Context: an optimization exercise on an open-source flow, tuned for small area. The choices shown serve that exercise and are no tape-out recipe. Function was checked by simulation only, so behaviour that the tests miss may differ from the original.

### flow/design.v
`timescale 1ns / 10ps
package types_pkg;
  parameter int BITS = 16;
  parameter int DIGITS = 8;
  typedef logic [BITS-1:0] word_t;
  typedef logic [$clog2(BITS+1)-1:0] word_log2_t;
  typedef logic [BITS/2-1:0] word_half_t;
  typedef logic [7:0] byte_t;
  typedef byte_t display_t [7:0];
  typedef enum bit [2:0] {
    RESET = 3'b000,
    ADD = 3'b001,
    SUB = 3'b010,
    MUL = 3'b011,
    LEADING_ONES = 3'b100,
    COUNT_ONES = 3'b101
  } opr_mode_t;
  function automatic [$clog2(BITS+1)-1:0] count_ones_fn(input [BITS-1:0] vec);
    reg [$clog2(BITS+1)-1:0] count;
    integer i;
    begin
      count = 0;
      for (i = 0; i < BITS; i = i + 1) count = count + vec[i];
      count_ones_fn = count;
    end
  endfunction
  function automatic [$clog2(BITS+1)-1:0] leading_ones_fn(input [BITS-1:0] vec);
    integer i;
    begin
      leading_ones_fn = 0;
      for (i = 0; i < BITS; i = i + 1) if (vec[i]) leading_ones_fn = i + 1;
    end
  endfunction
endpackage
`timescale 1ns / 10ps
module unbounce_btn (
    input  logic CPU_RESET,   
    input  logic CLOCK,
    input  logic BTN_IN,
    output logic BTN_OUT
);
  parameter int WAIT_COUNT = 3;
  typedef enum logic [1:0] {
    BTN_OFF        = 2'b00,
    BTN_BEFORE_ON  = 2'b01,
    BTN_ON         = 2'b10,
    BTN_BEFORE_OFF = 2'b11
  } btn_status_t;
  btn_status_t btn_status;
  int count;
  logic [1:0] button_sync;
  always_comb begin
    case (btn_status)
      BTN_OFF, BTN_BEFORE_ON: BTN_OUT = 1'b0;
      BTN_ON, BTN_BEFORE_OFF: BTN_OUT = 1'b1;
      default:                BTN_OUT = 1'b0;
    endcase
  end
  always_ff @(posedge CLOCK or posedge CPU_RESET) begin
    if (CPU_RESET) begin
      btn_status  <= BTN_OFF;
      count       <= 0;
      button_sync <= 2'b00;   
    end else begin
      button_sync <= {button_sync[0], BTN_IN};
      if (button_sync == 2'b01 && btn_status == BTN_OFF) begin
        btn_status <= BTN_BEFORE_ON;
      end else if (button_sync == 2'b10 && btn_status == BTN_ON) begin
        btn_status <= BTN_BEFORE_OFF;
      end else begin
        if (btn_status == BTN_ON && button_sync == 2'b00) btn_status <= BTN_BEFORE_OFF;
        else if (btn_status == BTN_OFF && button_sync == 2'b11) btn_status <= BTN_BEFORE_ON;
      end
      case (btn_status)
        BTN_BEFORE_ON, BTN_BEFORE_OFF: begin
          count <= count + 1;
          if (count == WAIT_COUNT) begin
            btn_status <= (btn_status == BTN_BEFORE_ON) ? BTN_ON : BTN_OFF;
            count <= 0;
          end
        end
        default: count <= 0;
      endcase
    end
  end
endmodule
`timescale 1ns / 10ps
module unbounce_array #(
    parameter int BITS       = 16,   
    parameter int WAIT_COUNT = 3     
) (
    input  logic            CPU_RESET,   
    input  logic            CLOCK,
    input  logic [BITS-1:0] BTN_IN,      
    output logic [BITS-1:0] BTN_OUT      
);
  genvar i;
  for (i = 0; i < BITS; i++) begin : gen_btn
    unbounce_btn #(
        .WAIT_COUNT(WAIT_COUNT)
    ) u_btn (
        .CPU_RESET(CPU_RESET),
        .CLOCK(CLOCK),
        .BTN_IN(BTN_IN[i]),
        .BTN_OUT(BTN_OUT[i])
    );
  end
endmodule
`timescale 1ns / 1ps
module edge_detect (
    input  logic clk,
    input  logic rst,
    input  logic sig,
    output logic rise
);
  logic [1:0] d;
  always_ff @(posedge clk) begin
    if (rst) begin
      d <= 2'b00;
    end else begin
      d <= {d[0], sig};
    end
  end
  assign rise = (d == 2'b01);
endmodule
`timescale 1ns / 10ps
import types_pkg::*;
module divider_nr #(
    parameter BITS = 16
) (
    input  wire                     clk,
    input  wire                     reset,
    input  wire                     start,
    input  wire unsigned [BITS-1:0] dividend,
    input  wire unsigned [BITS-1:0] divisor,
    output logic                     done,
    output logic unsigned [BITS-1:0] quotient,
    output logic unsigned [BITS-1:0] remainder
);
    logic signed [BITS-1:0] divisor_s;
    logic signed [BITS:0]   int_remainder;
    assign divisor_s = $signed(divisor);
    localparam BC = $clog2(BITS);
    logic [BC:0] num_bits_w;
    logic [BC:0] num_bits;
    assign num_bits_w = types_pkg::leading_ones_fn(dividend);
    enum logic [3:0] {
        IDLE,
        INIT,
        LEFT_SHIFT,
        ADJ_REMAINDER0,
        ADJ_REMAINDER1,
        UPDATE_QUOTIENT,
        TEST_N,
        TEST_REMAINDER1,
        ADJ_REMAINDER2,
        DIV_DONE
    } state;
    always_ff @(posedge clk) begin
        if (reset) begin
            state         <= IDLE;
            done          <= 0;
            quotient      <= 0;
            int_remainder <= 0;
            num_bits      <= 0;
        end else begin
            done <= 0;
            case (state)
                IDLE: begin
                    if (start)
                        state <= INIT;
                end
                INIT: begin
                    quotient      <= dividend << (BITS - num_bits_w);
                    int_remainder <= '0;
                    num_bits      <= num_bits_w;
                    state         <= LEFT_SHIFT;
                end
                LEFT_SHIFT: begin
                    {int_remainder, quotient} <= {int_remainder, quotient} << 1;
                    if (int_remainder[BITS])
                        state <= ADJ_REMAINDER0;   
                    else
                        state <= ADJ_REMAINDER1;   
                end
                ADJ_REMAINDER0: begin
                    int_remainder <= int_remainder + divisor_s;
                    state         <= UPDATE_QUOTIENT;
                end
                ADJ_REMAINDER1: begin
                    int_remainder <= int_remainder - divisor_s;
                    state         <= UPDATE_QUOTIENT;
                end
                UPDATE_QUOTIENT: begin
                    quotient[0] <= ~int_remainder[BITS];
                    num_bits    <= num_bits - 1;
                    state       <= TEST_N;
                end
                TEST_N: begin
                    if (num_bits != 0)
                        state <= LEFT_SHIFT;
                    else
                        state <= TEST_REMAINDER1;
                end
                TEST_REMAINDER1: begin
                    if (int_remainder[BITS])
                        state <= ADJ_REMAINDER2;   
                    else
                        state <= DIV_DONE;
                end
                ADJ_REMAINDER2: begin
                    int_remainder <= int_remainder + divisor_s;
                    state         <= DIV_DONE;
                end
                DIV_DONE: begin
                    done  <= 1;
                    state <= IDLE;
                end
                default: state <= IDLE;
            endcase
        end
    end
    assign remainder = int_remainder[BITS-1:0];
endmodule
`timescale 1ns / 10ps
import types_pkg::*;
module select_btn_action (
    input  logic [BITS-1:0] SW,
    output logic [BITS-1:0] LED,
    input  wire   rst,
    input  wire   clk,
    input  wire   BTNC,
    input  wire   BTNU,
    input  wire   BTNL,
    input  wire   BTNR,
    input  wire   BTND,
    output int    calc_displayed,
    output logic  isEdit
);
  logic signed [BITS-1:0] total;
  always_comb begin
    LED = SW;
    calc_displayed = isEdit ? {{(32-BITS){1'b0}}, SW} : {{(32-BITS){total[BITS-1]}}, total};
  end
  logic rise_u, rise_d, rise_r, rise_l, rise_c;
  edge_detect ed_u (.clk(clk), .rst(rst), .sig(BTNU), .rise(rise_u));
  edge_detect ed_d (.clk(clk), .rst(rst), .sig(BTND), .rise(rise_d));
  edge_detect ed_r (.clk(clk), .rst(rst), .sig(BTNR), .rise(rise_r));
  edge_detect ed_l (.clk(clk), .rst(rst), .sig(BTNL), .rise(rise_l));
  edge_detect ed_c (.clk(clk), .rst(rst), .sig(BTNC), .rise(rise_c));
  logic        div_start, div_done, div_busy;
  logic [BITS-1:0] div_quotient, div_remainder;
  divider_nr u_divider (
      .clk(clk),
      .reset(rst),
      .start(div_start),
      .dividend(dividend_abs),
      .divisor(divisor_abs),
      .done(div_done),
      .quotient(div_quotient),
      .remainder(div_remainder)
  );
  logic signed [BITS-1:0] dividend_s, divisor_s;
  assign dividend_s = total;
  assign divisor_s  = $signed(SW);
  logic result_negative;
  assign result_negative = (dividend_s < 0) ^ (divisor_s < 0);
  logic [BITS-1:0] dividend_abs, divisor_abs;
  assign dividend_abs = dividend_s < 0 ? -dividend_s : dividend_s;
  assign divisor_abs  = divisor_s  < 0 ? -divisor_s  : divisor_s;
  logic signed [BITS-1:0] quotient_s;
  always_ff @(posedge clk) begin
    if (rst) begin
      total     <= '0;
      isEdit    <= 1;
      div_start <= 0;
      div_busy  <= 0;
    end else begin
      div_start <= 0;
      if (rise_u) total <= total + $signed(SW);
      if (rise_d) total <= total - $signed(SW);
      if (rise_r) total <= total * $signed(SW);
      if (rise_c) isEdit <= ~isEdit;
      if (rise_l && !div_busy && SW != 0) begin
        div_start <= 1;
        div_busy  <= 1;
      end
      if (div_done) begin
        quotient_s = result_negative
                     ? -$signed(div_quotient)
                     :  $signed(div_quotient);
        total    <= quotient_s;
        div_busy <= 0;
      end
    end
  end
endmodule
`timescale 1ns / 10ps
import types_pkg::*;
module bin_to_bcd (
    input logic [BITS-1:0] bin,
    output logic [DIGITS*4-1:0] bcd
);
  integer i, j;
  logic [DIGITS*4-1:0] temp;
  logic [BITS-1:0] bin_work;   
  int first_used;
  bit found;
  always_comb begin
    bin_work = bin;
    for (j = 0; j < DIGITS; j++) temp[j*4+:4] = 4'd00;
    for (i = BITS - 1; i >= 0; i--) begin
      for (j = 0; j < DIGITS; j++) begin
        if (temp[j*4+:4] >= 5) temp[j*4+:4] = temp[j*4+:4] + 3;
      end
      {temp, bin_work} = {temp, bin_work} << 1;
    end
    bcd = temp;
    first_used = DIGITS;
    found = 0;
    for (j = DIGITS - 1; j >= 0; j--) begin
      if (!found && bcd[j*4+:4] != 0) begin
        first_used = j + 1;
        found = 1;
      end
    end
    if (!found) begin
      bcd[0+:4] = 4'd00;   
      for (j = 1; j < DIGITS; j++) begin
        bcd[j*4+:4] = 4'd10;   
      end
    end else begin
      for (j = 0; j < DIGITS; j++) begin
        if (j >= first_used) bcd[j*4+:4] = 4'd10;
      end
    end
  end
endmodule
`timescale 1ns / 10ps
import types_pkg::*;
module  dec_cat_map (
    input  [3:0] encoded,
    output logic [7:0] cathode
);
always @* begin
    case (encoded)
        4'h0: cathode = 8'b11000000;
        4'h1: cathode = 8'b11111001;
        4'h2: cathode = 8'b10100100;
        4'h3: cathode = 8'b10110000;
        4'h4: cathode = 8'b10011001;
        4'h5: cathode = 8'b10010010;
        4'h6: cathode = 8'b10000010;
        4'h7: cathode = 8'b11111000;
        4'h8: cathode = 8'b10000000;
        4'h9: cathode = 8'b10010000;
        default: cathode = 8'b11111111;
    endcase
end
endmodule
`timescale 1ns / 10ps
import types_pkg::*;
module seg_display_calc (
    output logic  [DIGITS*8-1:0] display,   
    input  wire                  clk,
    input  wire                  rst,
    input  logic [BITS-1:0]                SW,
    output logic [BITS-1:0]                LED,
    input  wire                  BTNC,
    input  wire                  BTNU,
    input  wire                  BTNL,
    input  wire                  BTNR,
    input  wire                  BTND
);
  int   calc_displayed;
  logic isEdit;
  select_btn_action select_btn_action_inst (
      .SW(SW),
      .LED(LED),
      .rst(rst),
      .clk(clk),
      .BTNU(BTNU),
      .BTNC(BTNC),
      .BTNL(BTNL),
      .BTNR(BTNR),
      .BTND(BTND),
      .calc_displayed(calc_displayed),
      .isEdit(isEdit)
  );
  int signed calc_displayed_signed;
  int signed calc_displayed_abs;
  logic [DIGITS*4-1:0] bcd;
  logic [3:0] encoded[DIGITS];
  logic [7:0]      cathode[DIGITS];
  genvar i;
  generate
    for (i = 0; i < DIGITS; i++) begin : decoders
      dec_cat_map dec_cat_map_inst (
          .encoded(encoded[i]),
          .cathode(cathode[i])
      );
    end
  endgenerate
  always_comb begin
    calc_displayed_signed = $signed(calc_displayed);
    calc_displayed_abs =
        (calc_displayed_signed < 0)
        ? -calc_displayed_signed
        :  calc_displayed_signed;
  end
  bin_to_bcd bin_to_bcd_module (
      .bin(calc_displayed_abs[BITS-1:0]),
      .bcd(bcd)
  );
  always_comb begin
    for (int k = 0; k < DIGITS; k++)
      encoded[k] = bcd[k*4 +: 4];
  end
  always_comb begin
    for (int k = 0; k < DIGITS; k++) begin
      if (isEdit && k == DIGITS - 1)
        display[k*8 +: 8] = 8'b0000_0110;   
      else if (!isEdit && k == DIGITS - 1 && calc_displayed_signed < 0)
        display[k*8 +: 8] = 8'b1011_1111;   
      else
        display[k*8 +: 8] = cathode[k];
    end
  end
endmodule
module clock_seg_display #(
    parameter CLK_PER   = 10,
    parameter REFR_RATE = 1000
) (
    input  logic clk,
    input  logic rst,
    output logic tick
);
  localparam INTERVAL = int'(100000000 / (CLK_PER * REFR_RATE));
  localparam CNT_W = $clog2(INTERVAL);
  logic [CNT_W-1:0] cnt;
  always @(posedge clk) begin
    if (rst) begin
      cnt  <= '0;
      tick <= 1'b0;
    end else begin
      if (cnt == CNT_W'(INTERVAL - 1)) begin
        cnt  <= '0;
        tick <= 1'b1;
      end else begin
        cnt  <= cnt + 1'b1;
        tick <= 1'b0;
      end
    end
  end
endmodule
module seg_display #(
    parameter NUM_SEGMENTS = 8
)(
    input  logic clk,
    input  logic rst,
    input  logic tick,                      
    input  logic [NUM_SEGMENTS*8-1:0] display,
    output logic [7:0] AN,
    output logic       CA, CB, CC, CD, CE, CF, CG, DP
);
  logic [7:0] cathode;
  assign {DP, CG, CF, CE, CD, CC, CB, CA} = cathode;
  logic [$clog2(NUM_SEGMENTS)-1:0] anode_count;
  always @(posedge clk) begin
    if (rst) begin
      anode_count <= '0;
    end else if (tick) begin
      anode_count <= anode_count + 1'b1;
    end
    AN              <= '1;
    AN[anode_count] <= '0;
    cathode         <= display[anode_count*8+:8];
  end
endmodule
`timescale 1ns / 100ps
module sys_pll #(
) (
    input  wire clk_in1,
    output wire clk_out1
);
  assign clk_out1 = clk_in1;
endmodule
`timescale 1ns / 100ps
import types_pkg::*;
module top #(
    parameter NUM_SEGMENTS = 8,
    parameter CLK_PER      = 10,    
    parameter REFR_RATE    = 1000   
) (
    input  wire                    CLK100MHZ,
    input  wire                    CPU_RESETN,
    input  wire         [    15:0] SW,
    output logic signed [BITS-1:0] LED,
    input  wire                    BTNC,
    input  wire                    BTNU,
    input  wire                    BTNL,
    input  wire                    BTNR,
    input  wire                    BTND,
    output logic        [     7:0] AN,
    output logic                   CA,
    output logic                   CB,
    output logic                   CC,
    output logic                   CD,
    output logic                   CE,
    output logic                   CF,
    output logic                   CG,
    output logic                   DP,
    output logic                   LED16_B,
    output logic                   LED16_G,
    output logic                   LED16_R,
    output logic                   LED17_B,
    output logic                   LED17_G,
    output logic                   LED17_R
);
  assign {LED16_B, LED16_G, LED16_R, LED17_B, LED17_G, LED17_R} = 6'b000000;
  wire rst;
  assign rst = ~CPU_RESETN;
  wire clk;
  assign clk = CLK100MHZ;
  logic clk_50;
  sys_pll u_sys_pll (
      .clk_in1 (clk),
      .clk_out1(clk_50)
  );
  logic  BTNC_DEB;
  logic  BTNU_DEB;
  logic  BTNL_DEB;
  logic  BTNR_DEB;
  logic  BTND_DEB;
  logic [BITS-1:0] SW_DEB;
  unbounce_btn #(
      .WAIT_COUNT(3)
  ) deb_btnC (
      .CPU_RESET(rst),
      .CLOCK(clk),
      .BTN_IN(BTNC),
      .BTN_OUT(BTNC_DEB)
  );
  unbounce_btn #(
      .WAIT_COUNT(3)
  ) deb_btnU (
      .CPU_RESET(rst),
      .CLOCK(clk),
      .BTN_IN(BTNU),
      .BTN_OUT(BTNU_DEB)
  );
  unbounce_btn #(
      .WAIT_COUNT(3)
  ) deb_btnL (
      .CPU_RESET(rst),
      .CLOCK(clk),
      .BTN_IN(BTNL),
      .BTN_OUT(BTNL_DEB)
  );
  unbounce_btn #(
      .WAIT_COUNT(3)
  ) deb_btnR (
      .CPU_RESET(rst),
      .CLOCK(clk),
      .BTN_IN(BTNR),
      .BTN_OUT(BTNR_DEB)
  );
  unbounce_btn #(
      .WAIT_COUNT(3)
  ) deb_btnD (
      .CPU_RESET(rst),
      .CLOCK(clk),
      .BTN_IN(BTND),
      .BTN_OUT(BTND_DEB)
  );
  unbounce_array debouncer (
      .CPU_RESET(rst),
      .CLOCK(clk),
      .BTN_IN(SW),
      .BTN_OUT(SW_DEB)
  );
  logic [DIGITS*8-1:0] display;
  seg_display_calc seg_display_calc_inst (
      .display(display),
      .clk(clk),
      .rst(rst),
      .SW(SW_DEB),
      .LED(LED),
      .BTNC(BTNC_DEB),
      .BTNU(BTNU_DEB),
      .BTNL(BTNL_DEB),
      .BTNR(BTNR_DEB),
      .BTND(BTND_DEB)
  );
  logic tick_seg;   
  clock_seg_display clock_seg_display_inst (
      .clk (clk_50),
      .rst (rst),
      .tick(tick_seg)
  );
  seg_display seg_display_inst (
      .display(display),
      .clk(clk_50),
      .rst(rst),
      .tick(tick_seg),
      .AN(AN),
      .CA(CA),
      .CB(CB),
      .CC(CC),
      .CD(CD),
      .CE(CE),
      .CF(CF),
      .CG(CG),
      .DP(DP)
  );
endmodule
### flow/run.sh
#!/bin/bash
# synth_recipe.tcl (not shown) runs the flow's synth.tcl, then flattens the netlist and writes it again
# the make line also repeats each setting of config.mk as NAME=value (left out here)
make -C /OpenROAD-flow-scripts/flow DESIGN_CONFIG=/design/flow/config.mk WORK_HOME=/design/flow/orfs CLKGATE_MAP_FILE= SYNTH_SCRIPT=/design/flow/synth_recipe.tcl finish
### flow/config.mk
export PLATFORM = sky130hd
export DESIGN_NAME = top
export DESIGN_NICKNAME = top
export VERILOG_FILES = /design/flow/design.v
export SDC_FILE = /design/flow/constraint.sdc
export NUM_CORES = 4
export LEC_CHECK = 0
export CAP_MARGIN = 20
export CORE_MARGIN = 2
export CORE_UTILIZATION = 40
export PLACE_DENSITY = 0.6
export SLEW_MARGIN = 20
### flow/constraint.sdc
create_clock -name core_clock -period 20.0 [get_ports {CLK100MHZ}]
set_input_delay 4.0000 -clock core_clock [delete_from_list [all_inputs] [get_ports {CLK100MHZ}]]
set_output_delay 4.0000 -clock core_clock [all_outputs]
set_load 0.01 [all_outputs]
==> summary.txt <==
- Outcome: complete, no violations
- Share of synthesized area occupied by flip-flops and latches: between 30 and 40%
- Placed Area: 0.0565 mm²
- MaxCap Viol Count: 0
- Most frequent cell after synthesis: sky130_fd_sc_hd__nor2_1
- Clock-pin slew on the worst setup and hold paths: 60 ps
- Antenna diode count: 0
- Layout area overhead: 10.5%
- Via count of the first global-routing pass: just over 40000
- Top area cells in the synthesized netlist: sky130_fd_sc_hd__dfrtp_1, sky130_fd_sc_hd__xor2_1, sky130_fd_sc_hd__nor2_1
- Buffer depth of the longest clock path: 3
- Drc violations: 0
- Worst slew pin tran: 1020 ps
- Final GP Congestion: a little under 0.9
- Minimum setup slack among reg-to-reg paths: roughly 1500 ps
- Synthesis-stage register bit count: ~840
- Hpwl dp: around 86 mm
- Number of enable-type register cells in the synthesized netlist: 0
- Htree depth: 3
- Final clock period utilization by the worst path: slightly above 90%
- Largest delay share family, worst path: compound AO/OA/AOI/OAI gates
- Kind of capture point of the worst setup path: flop
- Via density per instance: between 5 and 6
- Final period demand of the worst path: 18470 ps
- Final Cell Area: 0.0599 mm²
- Most used flip-flop cell after synthesis: sky130_fd_sc_hd__dfrtp_1
- Path type of the worst min-delay path: reg2reg
- Worst-Skew Late Latency: a little over 700 ps
- Number of buffers and inverters on the critical path: 12
- Hold violation total from the final report: 0
- Worst Path Class, Setup: reg2reg
- TritonCTS clock tree: built
- Worst endpoint required time: between 20000 and 25000 ps
- Biggest area consumer among synthesized cells: sky130_fd_sc_hd__dfrtp_1
- Iter 0 DRT Violations: 2642
- Fillers: between 10000 and 15000
- Yosys warnings: 12
- FMAX: 54.2 MHz
- Root Buffer Master: sky130_fd_sc_hd__clkbuf_16
- Slowest stage cell on the critical path: sky130_fd_sc_hd__dfxtp_4
- Maximum fanout along the worst path: 45
- Floorplan die width: approximately 370 µm
- Placeable core region: between 0.1 and 0.15 mm²
- First-pass GRT wire length: between 200 and 250 mm
- Gate Count Post-Synth: 6172
- Category of the worst setup path launch point: flop
- Total negative slack: 0 ps
- Initial core utilization: approximately 40%
- Synth cell count leaders: sky130_fd_sc_hd__nor2_1, sky130_fd_sc_hd__dfrtp_1, sky130_fd_sc_hd__xor2_1
- Placement row count: between 100 and 150
- Clock buffer count from CTS: 96
- Pre-antenna DRT Iters: 8
- Fin nets: 6432
- Fraction of final layout cells sized beyond drive strength 1: around 6.7%
- Area used by sequential logic in the layout: roughly 0.021 mm²
- Number of buffers inserted by post-CTS setup repair: 0
- Antenna violations before repair: 0
- Count of final setup violators: 0
- Number of placed I/O pins: 61
- Pin count of the biggest net entering global routing: between 150 and 200
- Total count of max-transition violations in the final report: 0
- Synth async-reset ratio: 87.4%
- Post-Syn Area: around 0.054 mm²
- Unrepaired setup endpoints after global routing: false
- Layout Skew: between 30 and 40 ps
- Post-synth top area share: approximately 34%
- Overall routing resource usage: between 10% and 20%
- Post-route antenna net violation count: 0
- Mean area per synthesized cell: 8.79 µm²
- # clock sinks: 841
- Worst path max stage delay: 670 ps
- Per-cell routed wire length: approximately 15 µm
- Number of distinct standard cells referenced by the synthesized netlist: 137
- Leftover overflow at the end of global routing: 0
- Chip Height: roughly 370 µm
- Count of vias placed by the detailed router: around 43000
- Die outline area: about 0.14 mm²
- Final routed wirelength across all metal layers: ~120 mm
- Most frequent cell on the critical path: sky130_fd_sc_hd__ha_1
- Area of combinational cells with multiple inputs: 0.0315 mm²
- CP Data Arrival Time: 19060 ps
- Headroom to the max-slew limit: about a third
- Number of port buffers: 54
## layout make-up
cell class,count,area share (%)
sequential,841,34.2
clock buffer,139,4.80
clock inverter,38,0.923
timing repair buffer,119,1.75
inverter,328,2.06
tap,1781,3.72
multi-input combinational,4742,52.5
## path summary, 6_finish.rpt
path                            cells past startpoint                               endpoint
worst max-delay path                               77            seg_display_inst.cathode[4]
worst min-delay path                                1                                   flop
worst max register to register                     77            seg_display_inst.cathode[4]
worst min register to register                      1                                   flop
max in group asynchronous                           4  debouncer.gen_btn[15].u_btn.count[18]
min in group asynchronous                           1                      deb_btnL.count[3]
## stage by stage
stage          utilization [%]  cells  setup WS (ps)  hold slack, ps
3_5_place_dp              41.9   7811           1410             471
4_1_cts                   44.4   7988           1330             466
5_1_grt                   44.4   7988           2.52             477
3_3_place_gp              41.9   7811           2050             444
2_1_floorplan                -   6177           3840             421
6_report                  44.4   7988           1530             462
## layout by cell type (no fill, tap or decap), types with 57 or more instances in the layout
cell type                   instances
sky130_fd_sc_hd__inv_1            307
sky130_fd_sc_hd__nand4_1          142
sky130_fd_sc_hd__a21oi_1          206
sky130_fd_sc_hd__a211oi_1          57
sky130_fd_sc_hd__xnor2_1          266
sky130_fd_sc_hd__dfxtp_1          105
sky130_fd_sc_hd__nor3_1            92
sky130_fd_sc_hd__nand3_1          374
sky130_fd_sc_hd__nor2_1           975
sky130_fd_sc_hd__xor2_1           539
sky130_fd_sc_hd__o21ai_0          151
sky130_fd_sc_hd__nor4_1           142
sky130_fd_sc_hd__buf_4             63
sky130_fd_sc_hd__or3_1             67
sky130_fd_sc_hd__dfrtp_1          735
sky130_fd_sc_hd__nand2_1          484
sky130_fd_sc_hd__ha_1             200
sky130_fd_sc_hd__and2_1           102
sky130_fd_sc_hd__and3_1           124
sky130_fd_sc_hd__clkbuf_16         98
sky130_fd_sc_hd__fa_1              81
## cell families (layout without fill, tap and decap cells)
group,count (synthesis),count (layout),synth area share [%]
simple gates,2704,2704,24.1
xor+xnor,814,814,13.4
fa+ha+maj,281,281,7.60
compound gates,852,852,11.0
buf+inv,594,624,4.38
flops,841,841,37.8
mux,85,85,1.71
other cells,1,6,0.00691
## state kept, by name (all words and copies together), names as in the netlist, 3 cells and up, named ones only
| name | cells |
|---|---|
| deb_btnD.count | 32 |
| deb_btnR.count | 32 |
| debouncer.gen_btn.u_btn.count | 512 |
| seg_display_inst.AN | 8 |
| deb_btnC.count | 32 |
| clock_seg_display_inst.cnt | 14 |
| seg_display_calc_inst.select_btn_action_inst.u_divider.state | 4 |
| seg_display_inst.anode_count | 3 |
| debouncer.gen_btn.u_btn.button_sync | 16 |
| debouncer.gen_btn.u_btn.btn_status | 32 |
| seg_display_calc_inst.select_btn_action_inst.total | 16 |
| deb_btnL.count | 32 |
| seg_display_inst.cathode | 8 |
| deb_btnU.count | 32 |
## per-layer routing
metal | share of wire (%) | GRT usage, %
met5 | 0 | 0
met4 | 2.4 | 5.13
met3 | 4.1 | 2.51
met2 | 45 | 28.6
met1 | 48 | 24.9
## repair_timing
action                     CTS  global route
setup endpoints to repair    0             6
hold buffers                 0             0
gates resized for setup      0             2
## worst reg2reg max path, delay by kind of cell, from the launching register on
kind,cells,cell delay [ps]
and+or+nand+nor,21,4550
xor gates and xnor gates,4,1040
adders and majority gates,13,2890
AOI/OAI and AO/OA,23,5960
DFF,1,670
muxes,4,1690
buffers and inverters,12,1560

==> separate check: timing with driven ports <==
How much do the figures lean on ideal ports? The routed layout below was timed once more, with nothing changed but the port constraints.
Step 1 sets driving cells, clkbuf_16 on the clock port and buf_2 on the other inputs (assumed; they add their load-dependent delay and slew).
Step 2, shift: input delay + t, output delay - t, t = (earliest + latest rising clock arrival at the registers) / 2. This alone moves slack from input paths to output paths.
a / b / c = no drivers / after step 1 / after step 2; a / b = the first two.
t, ns: 0.784
setup WS [ns]: 1.534 / 1.534 / 1.534
worst setup path at the end: register to register
clock arrival spread, ns: 0.035 / 0.036
worst slew at a driven data input, ns: 0.07
After both steps this run still meets setup and hold. For this run, drivers alone change the setup slack by 0.000 ns; drivers and shift together by 0.000 ns.
